Context: an optimization exercise on an open-source flow, tuned for small area, a short achievable clock period and few clock cycles per item. The choices shown serve that exercise and are no tape-out recipe. Function was checked by simulation only, so behaviour that the tests miss may differ from the original.

Setup of oak:
Design fpu_s, start of the top module:
module fpu_s (
  input         clk,
  input         rst_n,
  input         req_valid,
  input  [6:0]  req_opcode,
  input  [6:0]  req_f7,
  input  [2:0]  req_rm,
  input  [4:0]  req_rs2,
  input  [31:0] req_v1,
  input  [31:0] req_v2,
  input  [31:0] req_v3,
  output        resp_valid,
  output [31:0] resp_value,
  output [4:0]  resp_fflags
);
Size: roughly 250 flip-flops, ~160 I/O pins.
Settings: LEC_CHECK=0, CAP_MARGIN=20, CORE_MARGIN=2, CORE_UTILIZATION=40, SETUP_SLACK_MARGIN=5, SLEW_MARGIN=20; clock period 20.0 ns.
run.sh (not shown) runs the stock make flow with config.mk's settings and CLKGATE_MAP_FILE= SYNTH_SCRIPT=/design/flow/synth_recipe.tcl, a recipe that flattens the netlist after the stock synthesis.
Testbench counts of oak, summed over its fixed seeds: cycles 3,250, ops 2,400.
--- input diff oak..pine ---
diff --git a/flow/design.v b/flow/design.v
--- a/flow/design.v
+++ b/flow/design.v
@@ -12,15 +12,15 @@
   output        resp_valid,
   output [31:0] resp_value,
   output [4:0]  resp_fflags
 );
   localparam K = 4;                  
   localparam NC = 6;                 
   localparam N = K * NC + 1;         
-  localparam F = N + 2;              
+  localparam F = N + 1;              
   localparam WD = F + 3;
   wire [31:0] a = req_v1, b = req_v2, c = req_v3;
   wire op53 = req_opcode == 7'h53;
   wire is_fmadd = ~op53;
   wire d_add  = op53 & (req_f7 == 7'h00);
   wire d_sub  = op53 & (req_f7 == 7'h04);
   wire d_mul  = op53 & (req_f7 == 7'h08);
Results
- Wire length in pine vs oak: down 7.9%
- Changes observed in pine relative to oak: number of register bits inferred by synthesis lower, clock net sink count lower, per-instance average area after synthesis higher, number of combinational gates with multiple inputs lower.
- Critical-path cell with the highest stage delay: clkdlybuf4s50_1 -> pine, nor2_1 -> oak
- Compared with oak, pine shows a lower area used by multi-input combinational logic.
- From oak to pine the numbers moved as follows: setup slack down 0.15 ns; final critical delay including setup and external delays up 0.15 ns.
Testbench counts of pine, summed over its fixed seeds: cycles 3,250, ops 2,400.

fpu_s, a different RTL version from the one above (not shown whole).
Size in the first run: about 9,500 cells after synthesis, ~260 flip-flops, ~70,000 µm² of cells after synthesis.
make LEC_CHECK=0 CAP_MARGIN=20 CORE_MARGIN=2 CORE_UTILIZATION=40 SETUP_SLACK_MARGIN=5 SLEW_MARGIN=20 finish   # period 20.0 ns
Testbench counts at the start, summed over its fixed seeds: cycles 3,255, ops 2,400.
Change:
--- a/flow/design.v
+++ b/flow/design.v
@@ -155,41 +155,43 @@
     end
     if (fma_go) begin
       if (go_slow) begin
         f_x <= p_src[47:20]; f_y <= {p_src[19:0], 8'd0}; f_exp <= e_src;
       end else begin
         f_x <= al_x; f_y <= al_y; f_sub <= sub_src;
         f_abgt <= al_abgt; f_eeq <= al_eeq; f_xe <= (start & d_i2f) ? 8'd158 - {2'd0, cv_lz} : al_xe; f_abfl <= al_abfl;
       end
     end else if (slowm) begin
       if (s_l) begin {f_x, f_y[27:8]} <= {sp[46:0], 1'b0}; f_exp <= f_exp - 10'd1; end
       else if (s_r) begin {f_x, f_y[27:8]} <= {1'b0, sp[47:2], sp[1] | sp[0]}; f_exp <= f_exp + 10'd1; end
     end
+    ds_ws <= start ? ds_w0 : sws[K];
+    ds_wc <= start ? {WD{1'b0}} : swc[K];
+    ds_q  <= start ? (d_sqrt ? {1'b1, {N{1'b0}}} : {(N+1){1'b0}}) : qq[K];
+    ds_qm <= start ? {(N+1){1'b0}} : qm[K];
+    ds_m  <= start ? {2'b01, {(N-1){1'b0}}} : mm[K];
     if (start) begin
       cnt <= 3'd0;
-      ds_ws <= ds_w0; ds_wc <= {WD{1'b0}};
-      ds_q <= d_sqrt ? {1'b1, {N{1'b0}}} : {(N+1){1'b0}}; ds_qm <= {(N+1){1'b0}}; ds_m <= {2'b01, {(N-1){1'b0}}};
       ds_sq <= d_sqrt;
       if (d_ds) begin
         misc_res <= {8'd0, 1'b1, b[22:0]};
         f_exp <= d_sqrt ? sq_eh : {2'd0, ea} - {2'd0, eb} - {9'd0, dv_lt};
       end
       ds_s <= d_sqrt ? 1'b0 : a[31] ^ b[31];
       f_dmode <= d_ds;
       if (d_ds) begin
         f_rm <= brm; f_abfl <= 3'd0; f_acc <= 1'b0; f_neg <= 1'b0; f_spec <= 1'b0;
       end
     end else if (busy) begin
       cnt <= cnt + 3'd1;
-      ds_ws <= sws[K]; ds_wc <= swc[K]; ds_q <= qq[K]; ds_qm <= qm[K]; ds_m <= mm[K];
     end
   end
   wire [31:0] f_res; wire [4:0] f_fl;
   fma_add u_add (.x(f_x), .y(f_y), .sub(f_sub), .ab_gt(f_abgt), .e_eq(f_eeq),
                  .xe(f_xe), .abfl(f_abfl), .sgn_ab(f_sgn), .sgn_c(f_sgnc), .acc(f_acc), .rmode(f_rm),
                  .negres(f_neg), .spec(f_spec), .spec_kind(f_skind), .spec_sgn(f_ssgn), .spec_nv(f_snv),
                  .dmode(f_dmode), .d_e(ds_e[7:0] + 8'd127), .d_s(pd[45:23]), .d_g({pd[22], |pd[21:0]}), .d_sgn(ds_s),
                  .res(f_res), .flags(f_fl));
   wire [31:0] pf_res; wire [4:0] pf_fl;
   f2i_post u_post (.ip(misc_res), .inc(m_inc), .s(m_s), .uns(m_uns), .fl(misc_fl), .res(pf_res), .flags(pf_fl));
   assign resp_valid  = v_misc | pend;
   assign resp_value  = v_misc ? (m_rnd ? pf_res : misc_res) : f_res;
Effect:
- sequential share of layout area drops by 0.65 points
- die area drops slightly
- global-route usage climbs by 1.8 points
- worst hold slack loses 43 ps
- routed wire length climbs by a few percent
- worst setup slack gains 47 ps
- utilization drops by 0.18 points
- fmax climbs slightly
Testbench counts after the change, summed over its fixed seeds: cycles 3,255, ops 2,400.

Another version of the RTL of fpu_s (not shown whole).
For scale: roughly 10000 cells after synthesis, roughly 240 flip-flops, roughly 160 I/O pins, about 0.072 mm^2 of cells after synthesis.
==> flow/config.mk <==
export PLATFORM = sky130hd
export DESIGN_NAME = fpu_s
export DESIGN_NICKNAME = fpu_s
export VERILOG_FILES = /design/flow/design.v
export SDC_FILE = /design/flow/constraint.sdc
export NUM_CORES = 8
export LEC_CHECK = 0
export CAP_MARGIN = 20
export CORE_MARGIN = 2
export CORE_UTILIZATION = 40
export SETUP_SLACK_MARGIN = 5
export SLEW_MARGIN = 20
==> flow/constraint.sdc <==
create_clock -name core_clock -period 20.0 [get_ports {clk}]
set_input_delay 4.0000 -clock core_clock [delete_from_list [all_inputs] [get_ports {clk}]]
set_output_delay 4.0000 -clock core_clock [all_outputs]
set_load 0.01 [all_outputs]
Testbench counts at the start, summed over its fixed seeds: cycles 2,982, ops 2,400.
Then changed:
--- a/flow/design.v
+++ b/flow/design.v
@@ -34,25 +34,25 @@
   wire d_misc = ~d_fma & ~d_ds;
   wire start = req_valid & rst_n;
   reg [2:0] brm;
   always @* case (req_rm) 3'd0: brm = 0; 3'd1: brm = 4; 3'd2: brm = 3; 3'd3: brm = 2; 3'd4: brm = 1; default: brm = 0; endcase
   reg        pend;           
   reg        slowm;          
   reg        v_misc;         
   reg [31:0] misc_res; reg [4:0] misc_fl;
   reg [27:0] f_x, f_y; reg f_abgt, f_eeq, f_sub;
   reg [7:0]  f_xe; reg [2:0] f_abfl; reg f_sgn, f_sgnc, f_acc, f_neg, f_spec, f_ssgn, f_snv;
   reg [1:0]  f_skind; reg [2:0] f_rm; reg [9:0] f_exp;
   reg        busy; reg [2:0] cnt; reg f_dmode;
-  reg [WD-1:0] ds_ws, ds_wc; reg [N:0] ds_q, ds_qm; wire [N:0] ds_m; reg ds_sq; reg ds_s;
+  reg [WD-1:0] ds_ws, ds_wc; reg [N:0] ds_q, ds_qm, ds_m; reg ds_sq; reg ds_s;
   wire [23:0] ds_d = misc_res[23:0];    
   wire [9:0]  ds_e = f_exp;             
   wire [31:0] oa = d_addsub ? {b[31] ^ d_sub, b[30:0]} : a;
   wire [31:0] ob = d_addsub ? 32'h3f800000 : b;
   wire acc = ~d_mul & ~d_i2f;
   wire [31:0] oc = d_addsub ? a : ~acc ? 32'd0 : {c[31] ^ req_opcode[2] ^ req_opcode[3], c[30:0]};
   wire neg = is_fmadd & req_opcode[3];
   wire [9:0] m_exp; wire m_sgn, m_spec, m_ssgn, m_snv, m_subab, m_zab; wire [1:0] m_skind;
   fma_spec u_spec (.a(oa), .b(ob), .c(oc), .acc(acc), .exp_ab(m_exp), .sgn_ab(m_sgn),
                    .spec(m_spec), .spec_kind(m_skind), .spec_sgn(m_ssgn), .spec_nv(m_snv),
                    .sub_ab(m_subab), .zero_ab(m_zab));
   wire [47:0] prod;
@@ -106,28 +106,24 @@
   wire [7:0] ea = a[30:23], eb = b[30:23];
   wire [23:0] sq_sig = (ea == 0) ? cv_norm[31:8] : {1'b1, a[22:0]};
   wire [9:0]  sq_e   = (ea == 0) ? -10'd127 - {4'd0, cv_lz} : {2'd0, ea} - 10'd127;
   wire        sq_odd = sq_e[0];
   wire [9:0]  sq_eh  = {sq_e[9], sq_e[9:1]};     
   wire        dv_lt  = a[22:0] < b[22:0];        
   wire [WD-1:0] ds_w0 = d_sqrt ? (({{(WD-24){1'b0}}, sq_sig} << (F - 26 + (sq_odd ? 1 : 0))) - ({{(WD-1){1'b0}}, 1'b1} << (F - 1)))
                                : ({{(WD-24){1'b0}}, 1'b1, a[22:0]} << (F - 25 + (dv_lt ? 1 : 0)));
   wire [WD-1:0] dd = {{(WD-24){1'b0}}, ds_d} << (F - 24);
   wire [WD-1:0] sws [0:K]; wire [WD-1:0] swc [0:K]; wire [N:0] qq [0:K]; wire [N:0] qm [0:K]; wire [N:0] mm [0:K];
   assign sws[0] = ds_ws; assign swc[0] = ds_wc; assign qq[0] = ds_q; assign qm[0] = ds_qm; assign mm[0] = ds_m;
   genvar g;
-  generate for (g = 0; g <= N; g = g + 1) begin : mw
-    if (g < N && (N - 1 - g) % K == 0) assign ds_m[g] = cnt == (N - 1 - g) / K;
-    else assign ds_m[g] = 1'b0;
-  end endgenerate
   generate for (g = 0; g < K; g = g + 1) begin : st
     srt_step #(.F(F), .N(N)) u (.sq(ds_sq), .ws(sws[g]), .wc(swc[g]), .q(qq[g]), .qm(qm[g]), .m(mm[g]), .d(dd),
                                 .ws_n(sws[g+1]), .wc_n(swc[g+1]), .q_n(qq[g+1]), .qm_n(qm[g+1]), .m_n(mm[g+1]));
   end endgenerate
   wire ds_last = busy & (cnt == NC - 1);
   wire [WD-1:0] lws = sws[1], lwc = swc[1];      
   wire [N:0] lq = qq[1], lqm = qm[1];
   wire [WD-1:0] fw = lws + lwc;
   wire [WD-1:0] tend = ds_sq ? (({{(WD-N-1){1'b0}}, lqm} << (F - N)) | ({{(WD-1){1'b0}}, 1'b1} << (F - N - 1))) : dd;
   wire [WD-1:0] t3s = lws ^ lwc ^ tend;
   wire [WD-1:0] t3c = {((lws & lwc) | (lws & tend) | (lwc & tend)), 1'b0};
   wire [WD-1:0] o2 = {(lws[WD-2:0] | lwc[WD-2:0]), 1'b0};
@@ -162,24 +158,25 @@
     if (start & d_fma) begin
       f_sgn  <= d_i2f ? cv_neg : m_sgn;
       f_spec <= ~d_i2f & m_spec;
       f_skind <= m_skind; f_ssgn <= m_ssgn; f_snv <= m_snv;
       f_sgnc <= oc[31]; f_acc <= acc; f_neg <= neg; f_rm <= brm;
       misc_res <= oc;
     end
     if (fma_go & ~go_slow) f_abfl <= al_abfl;
     ds_ws <= start ? ds_w0 : sws[K];
     ds_wc <= start ? {WD{1'b0}} : swc[K];
     ds_q  <= start ? (d_sqrt ? {1'b1, {N{1'b0}}} : {(N+1){1'b0}}) : qq[K];
     ds_qm <= start ? {(N+1){1'b0}} : qm[K];
+    ds_m  <= start ? {2'b01, {(N-1){1'b0}}} : mm[K];
     if (start) begin
       cnt <= 3'd0;
       ds_sq <= d_sqrt;
       if (d_ds) begin
         misc_res <= {8'd0, 1'b1, b[22:0]};
         f_exp <= d_sqrt ? sq_eh : {2'd0, ea} - {2'd0, eb} - {9'd0, dv_lt};
       end
       ds_s <= d_sqrt ? 1'b0 : a[31] ^ b[31];
       f_dmode <= d_ds;
       if (d_ds) begin
         f_rm <= brm; f_abfl <= 3'd0; f_acc <= 1'b0; f_neg <= 1'b0; f_spec <= 1'b0;
       end
Effect: Worst setup slack is worse by 510 ps. Non-clock buffer count went up by 31. Clock skew grows by 39 ps. Die area came out lower by 0.36%.
Testbench counts after the change, summed over its fixed seeds: cycles 2,982, ops 2,400.

-- afterwards: timing with drivers on the ports --
Ports are ideal in the flow. The routed layouts listed here were re-timed in OpenROAD. Step 1 sets driving cells, clkbuf_16 on the clock port and buf_2 on the other inputs (assumed; they add their load-dependent delay and slew). Step 2, shift: input delay + t, output delay - t, t = (earliest + latest rising clock arrival at the registers) / 2. This alone moves slack from input paths to output paths. Three values: ideal, step 1, step 2; two values: the first two.
run | t (ns) | setup WS [ns] | pins driven straight from the clock port
oak | 0.674 | 5.138 / 5.161 / 4.490 | 1
pine | 0.666 | 4.985 / 4.952 / 4.358 | 1
the first run of note 2 | 0.678 | 4.990 / 4.910 / 4.608 | 1
the second run of note 2 | 0.714 | 5.038 / 5.079 / 4.365 | 1
the first run of note 3 | 0.659 | 5.129 / 5.057 / 4.521 | 1
the second run of note 3 | 0.675 | 4.621 / 4.621 / 4.534 | 1
After both steps every run listed still meets setup and hold. The setup slack of the second run of note 2, which loses most, moves by +0.041 ns with the drivers and by -0.673 ns with both steps.
